From an optimization exercise on the open Yosys and OpenROAD flow, aimed at small area; shortcuts taken in it are not production practice. At most, simulation tests tie the RTL to the original design; equivalence was not proved. Power and IR drop assume default switching activity.

## run A
// rf_top
module rf_top(clk, reset, rot_a, rot_b, bits, line1, line2);
Size: about 1,900 cells after synthesis, roughly 40 I/O pins, ~22,000 sq um of cells after synthesis.
==> module left_shift, before the edit <==
module left_shift(A, s, R);
        input [15:0] A;
        input s;
        output [15:0] R;
        assign R = s ? {A[7:0], 8'b0} : A;
endmodule
==> module rf_interface, before the edit <==
module rf_interface(bits, clk, rot, reset, line1, line2);
        input [3:0] bits;
        input clk, rot, reset;
        output [15:0] line1;
        output [15:0] line2;
        reg [15:0] line1;
        reg [15:0] line2;
        reg prev;
        reg par;
        reg stp1;
        reg c8;
        reg xp, dp, rg;
        reg [3:0] cnt;
        reg [2:0] cmd;
        reg [4:0] fa;
        reg [4:0] ga;
        reg [4:0] ha;
        reg [15:0] d;
        wire step = rot & ~prev;
        wire c0 = (cmd == 3'd0);
        wire c2 = (cmd == 3'd2);
        wire c3 = (cmd == 3'd3);
        wire c4 = (cmd == 3'd4);
        wire c56 = (cmd == 3'd5) | (cmd == 3'd6);
        wire c7 = (cmd == 3'd7);
        reg [3:0] ecnt;
        always @(*) begin
                case (cmd)
                        3'd0: ecnt = 4'd7;
                        3'd1: ecnt = 4'd3;
                        3'd2: ecnt = 4'd5;
                        3'd3: ecnt = 4'd9;
                        3'd4: ecnt = 4'd11;
                        3'd7: ecnt = 4'd6;
                        default: ecnt = 4'd7;
                endcase
        end
        wire idle = (cnt == 4'd0);
        wire [3:0] cnt1 = cnt + 4'd1;
        wire exec = xp;
        wire disp = dp;
        wire sw = (ga == ha);           
        wire aw = (fa == ha);           
        wire [4:0] raddr = rg ? ga : fa;
        wire rg_next = (c2 & (cnt1 == 4'd6)) | (c56 & (cnt1 >= 4'd6)) |
                       (c4 & (((cnt1 == 4'd11) & sw) | ((cnt1 == 4'd12) & ~sw)));
        wire [31:0] rsel = 32'd1 << raddr;
        wire [15:0] raw [0:31];
        wire [15:0] rraw;
        genvar k, j;
        generate
                for (j = 0; j < 16; j = j + 1) begin : g_rd
                        wire [10:0] n;
                        for (k = 0; k < 10; k = k + 1) begin : g_t
                                rd3 U(rsel[3*k], raw[3*k][j], rsel[3*k+1], raw[3*k+1][j],
                                      rsel[3*k+2], raw[3*k+2][j], n[k]);
                        end
                        rd2 V(rsel[30], raw[30][j], rsel[31], raw[31][j], n[10]);
                        assign rraw[j] = ~&n;
                end
        endgenerate
        wire [15:0] rdata = rraw ^ {16{par}};
        wire sub = ~cmd[0];
        wire [7:0] sum_lo;
        wire [7:0] sum_hi;
        wire cout_lo, cout_hi;
        sixteen_arithmetic S0(d[7:0], rdata[7:0], sub, sub, sum_lo, cout_lo);
        sixteen_arithmetic S1(d[15:8], rdata[15:8], sub, c8, sum_hi, cout_hi);
        wire [15:0] res;
        left_shift LEFT(d, c7 & ha[3], res);
        wire ld_r = (c56 | c7) ? (cnt == 4'd5) : exec;
        wire add_hi = c56 & (cnt == 4'd6);
        wire hold_d = c56 & exec;
        wire we = step & ~reset & ((exec & (c0 | c3 | c4)) | (disp & (c56 | c7)));
        wire [4:0] waddr = c0 ? fa : ((c3 | c7) ? ga : ha);
        wire [31:0] wsel = {32{we}} & (32'd1 << waddr);
        wire [15:0] wcol = res ^ {16{par}};
        genvar r, b;
        generate
                for (r = 0; r < 32; r = r + 1) begin : g_row
                        reg [15:0] q;
                        wire [15:0] nxt;
                        for (b = 0; b < 16; b = b + 1) begin : g_bit
                                rf_bit U(q[b], wsel[r], ~wsel[r], wcol[b], nxt[b]);
                        end
                        always @(posedge clk)
                                q <= nxt;
                        assign raw[r] = q;
                end
        endgenerate
        wire l1addr = ~(c2 | c4);
        wire [4:0] l1a = (c56 ? ha : (c7 ? ga : fa));
        wire l1r = c4 & sw & ~aw;
        wire l2r = c0 | c2 | (c4 & ~sw);
        always @(posedge clk) begin
                prev <= rot;
                par <= ~par;
                stp1 <= step;
                if (reset) begin
                        cnt <= 4'd0;
                        xp <= 1'b0;
                        dp <= 1'b0;
                end else if (step) begin
                        if (idle) begin
                                cmd <= bits[2:0];
                                cnt <= 4'd1;
                        end else if (disp)
                                cnt <= 4'd0;
                        else
                                cnt <= cnt1;
                        xp <= ~idle & ~disp & (cnt1 == ecnt);
                        dp <= exec;
                end
                if (step)
                        rg <= rg_next;
                if (step) begin
                        if (cnt == 4'd1) fa[3:0] <= bits;
                        if (cnt == 4'd2) fa[4] <= bits[0];
                        if (cnt == 4'd3) ga[3:0] <= bits;
                        if (cnt == 4'd4) ga[4] <= bits[0];
                        if (cnt == 4'd5) ha[3:0] <= bits;
                        if (cnt == 4'd6) ha[4] <= bits[0];
                        if (ld_r)
                                d <= rdata;
                        else if (add_hi)
                                d[15:8] <= sum_hi;
                        else if (c7 & exec) begin
                                if (ha[1]) d <= {d[13:0], 2'b0};
                        end else if (~hold_d)
                                d <= {bits, d[15:4]};
                end else if (stp1 & c56 & (cnt == 4'd6)) begin
                        d[7:0] <= sum_lo;
                        c8 <= cout_lo;
                end else if (stp1 & c7 & (cnt == 4'd6)) begin
                        if (ha[0]) d <= {d[14:0], 1'b0};
                end else if (stp1 & c7 & disp) begin
                        if (ha[2]) d <= {d[11:0], 4'b0};
                end
                if (step & ~reset & disp) begin
                        line1 <= l1addr ? {11'b0, l1a} : (l1r ? rdata : d);
                        line2 <= l2r ? rdata : res;
                end
        end
endmodule
Settings: LEC_CHECK=0, CAP_MARGIN=20, CORE_MARGIN=2, CORE_UTILIZATION=40, CTS_CLUSTER_DIAMETER=100, CTS_CLUSTER_SIZE=26, SLEW_MARGIN=20, SYNTH_HIERARCHICAL=1; clock period 7.5 ns.
run.sh (not shown) runs the stock make flow with config.mk's settings and CLKGATE_MAP_FILE= SYNTH_SCRIPT=/design/flow/synth_recipe.tcl, a recipe that flattens the netlist after the stock synthesis.
Input-level comparison between run B and run A:
-- flow/design.v --
<<< run A, line 21
        endgenerate
endmodule
module left_shift(A, s, R);
        input [15:0] A;
        input s;
        output [15:0] R;
        assign R = s ? {A[7:0], 8'b0} : A;
endmodule
module detector(clk, rot_a, rot_b, rot);
>>> run B, line 21
        endgenerate
endmodule
module left_shift(A, shift, R);
        input [15:0] A;
        input [3:0] shift;
        output [15:0] R;
        assign R = A << shift;
endmodule
module detector(clk, rot_a, rot_b, rot);
<<< run A, line 47
        reg prev;
        reg par;
        reg stp1;
        reg c8;
        reg xp, dp, rg;
        reg [3:0] cnt;
        reg [2:0] cmd;
>>> run B, line 47
        reg prev;
        reg par;
        reg ex1;
        reg c8;
        reg [3:0] cnt;
        reg [2:0] cmd;
<<< run A, line 76
        end
        wire idle = (cnt == 4'd0);
        wire [3:0] cnt1 = cnt + 4'd1;
        wire exec = xp;
        wire disp = dp;
        wire sw = (ga == ha);           
        wire aw = (fa == ha);           
        wire [4:0] raddr = rg ? ga : fa;
        wire rg_next = (c2 & (cnt1 == 4'd6)) | (c56 & (cnt1 >= 4'd6)) |
                       (c4 & (((cnt1 == 4'd11) & sw) | ((cnt1 == 4'd12) & ~sw)));
        wire [31:0] rsel = 32'd1 << raddr;
        wire [15:0] raw [0:31];
>>> run B, line 75
        end
        wire idle = (cnt == 4'd0);
        wire exec = ~idle & (cnt == ecnt);
        wire disp = ~idle & (cnt == ecnt + 4'd1);
        wire sw = (ga == ha);           
        wire aw = (fa == ha);           
        wire rsel_g = disp ? (c2 | c56 | (c4 & ~sw)) : (c4 & sw);
        wire [4:0] raddr = rsel_g ? ga : fa;
        wire [31:0] rsel = 32'd1 << raddr;
        wire [15:0] raw [0:31];
<<< run A, line 104
        wire [7:0] sum_hi;
        wire cout_lo, cout_hi;
        sixteen_arithmetic S0(d[7:0], rdata[7:0], sub, sub, sum_lo, cout_lo);
        sixteen_arithmetic S1(d[15:8], rdata[15:8], sub, c8, sum_hi, cout_hi);
        wire [15:0] res;
        left_shift LEFT(d, c7 & ha[3], res);
        wire ld_r = (c56 | c7) ? (cnt == 4'd5) : exec;
        wire add_hi = c56 & (cnt == 4'd6);
        wire hold_d = c56 & exec;
        wire we = step & ~reset & ((exec & (c0 | c3 | c4)) | (disp & (c56 | c7)));
        wire [4:0] waddr = c0 ? fa : ((c3 | c7) ? ga : ha);
>>> run B, line 101
        wire [7:0] sum_hi;
        wire cout_lo, cout_hi;
        wire [15:0] shl;
        sixteen_arithmetic S0(d[7:0], rdata[7:0], sub, sub, sum_lo, cout_lo);
        sixteen_arithmetic S1(d[15:8], rdata[15:8], sub, c8, sum_hi, cout_hi);
        left_shift LEFT(d, ha[3:0], shl);
        wire [15:0] res = c7 ? shl : (c56 ? {sum_hi, d[7:0]} : d);
        wire we = step & ~reset & ((exec & (c0 | c3 | c4)) | (disp & (c56 | c7)));
        wire [4:0] waddr = c0 ? fa : ((c3 | c7) ? ga : ha);
<<< run A, line 135
                prev <= rot;
                par <= ~par;
                stp1 <= step;
                if (reset) begin
                        cnt <= 4'd0;
                        xp <= 1'b0;
                        dp <= 1'b0;
                end else if (step) begin
                        if (idle) begin
                                cmd <= bits[2:0];
>>> run B, line 130
                prev <= rot;
                par <= ~par;
                ex1 <= step & exec;
                if (reset)
                        cnt <= 4'd0;
                else if (step) begin
                        if (idle) begin
                                cmd <= bits[2:0];
<<< run A, line 147
                                cnt <= 4'd0;
                        else
                                cnt <= cnt1;
                        xp <= ~idle & ~disp & (cnt1 == ecnt);
                        dp <= exec;
                end
                if (step)
                        rg <= rg_next;
                if (step) begin
                        if (cnt == 4'd1) fa[3:0] <= bits;
>>> run B, line 140
                                cnt <= 4'd0;
                        else
                                cnt <= cnt + 4'd1;
                end
                if (step) begin
                        if (cnt == 4'd1) fa[3:0] <= bits;
<<< run A, line 160
                        if (cnt == 4'd5) ha[3:0] <= bits;
                        if (cnt == 4'd6) ha[4] <= bits[0];
                        if (ld_r)
                                d <= rdata;
                        else if (add_hi)
                                d[15:8] <= sum_hi;
                        else if (c7 & exec) begin
                                if (ha[1]) d <= {d[13:0], 2'b0};
                        end else if (~hold_d)
                                d <= {bits, d[15:4]};
                end else if (stp1 & c56 & (cnt == 4'd6)) begin
                        d[7:0] <= sum_lo;
                        c8 <= cout_lo;
                end else if (stp1 & c7 & (cnt == 4'd6)) begin
                        if (ha[0]) d <= {d[14:0], 1'b0};
                end else if (stp1 & c7 & disp) begin
                        if (ha[2]) d <= {d[11:0], 4'b0};
                end
                if (step & ~reset & disp) begin
>>> run B, line 149
                        if (cnt == 4'd5) ha[3:0] <= bits;
                        if (cnt == 4'd6) ha[4] <= bits[0];
                        d <= exec ? rdata : {bits, d[15:4]};
                end else if (ex1 & c56) begin
                        d[7:0] <= sum_lo;
                        c8 <= cout_lo;
                end
                if (step & ~reset & disp) begin
==> comparison <==
- Run B completed end to end; final checks failed (setup timing).
- Comparing run A and run B, the higher post-synthesis mux area share was measured on run B.
- Row count (lower): run A
- Going from run A to run B, the worst setup slack was found to have gone down by 0.60 ns.
- [run B vs run A] critical path depth: higher in run B
- Clock transition at the registers of the reported paths was higher in run A than in run B.
- Summary of run B over run A: synthesis-to-layout area growth rose 6.7 points; HPWL after detailed placement went up by 22%; worst vdd rail ir drop higher; hold slack saw an increase.
- Of run A and run B, the run reporting the lower routed wire length was run A.
- Cell type of the slowest stage on the worst timing path = sky130_fd_sc_hd__a222oi_1: run B; cell type of the slowest stage on the worst timing path = sky130_fd_sc_hd__edfxtp_1: run A
No functional check of the RTL was part of run B.

## afterwards: timing with drivers on the ports
The results above use ideal ports. As a check the final layouts listed here were re-extracted and re-timed, cells and wires unchanged. Step 1 (the two cells are an assumption about what drives the block):
set clk [get_ports {clk}]
set_driving_cell -lib_cell sky130_fd_sc_hd__clkbuf_16 $clk
set_driving_cell -lib_cell sky130_fd_sc_hd__buf_2 [delete_from_list [all_inputs] $clk]
Step 2 times the ports against the registers' clock, not the clock port: input delays grow and output delays shrink by t, the midpoint of the rising clock arrivals with the driver on. Slacks: ideal / step 1 / step 2; pairs: ideal / step 1.
| run | t, ns | slack for setup (ns) | latest minus earliest clock arrival (ns) | slew at the worst register clock pin (ns) |
|---|---|---|---|---|
| run A | 0.652 | 0.429 / 0.429 / 0.429 | 0.023 / 0.024 | 0.12 / 0.12 |
| run B | 0.668 | -0.170 / -0.170 / -0.170 | 0.039 / 0.038 | 0.11 / 0.11 |
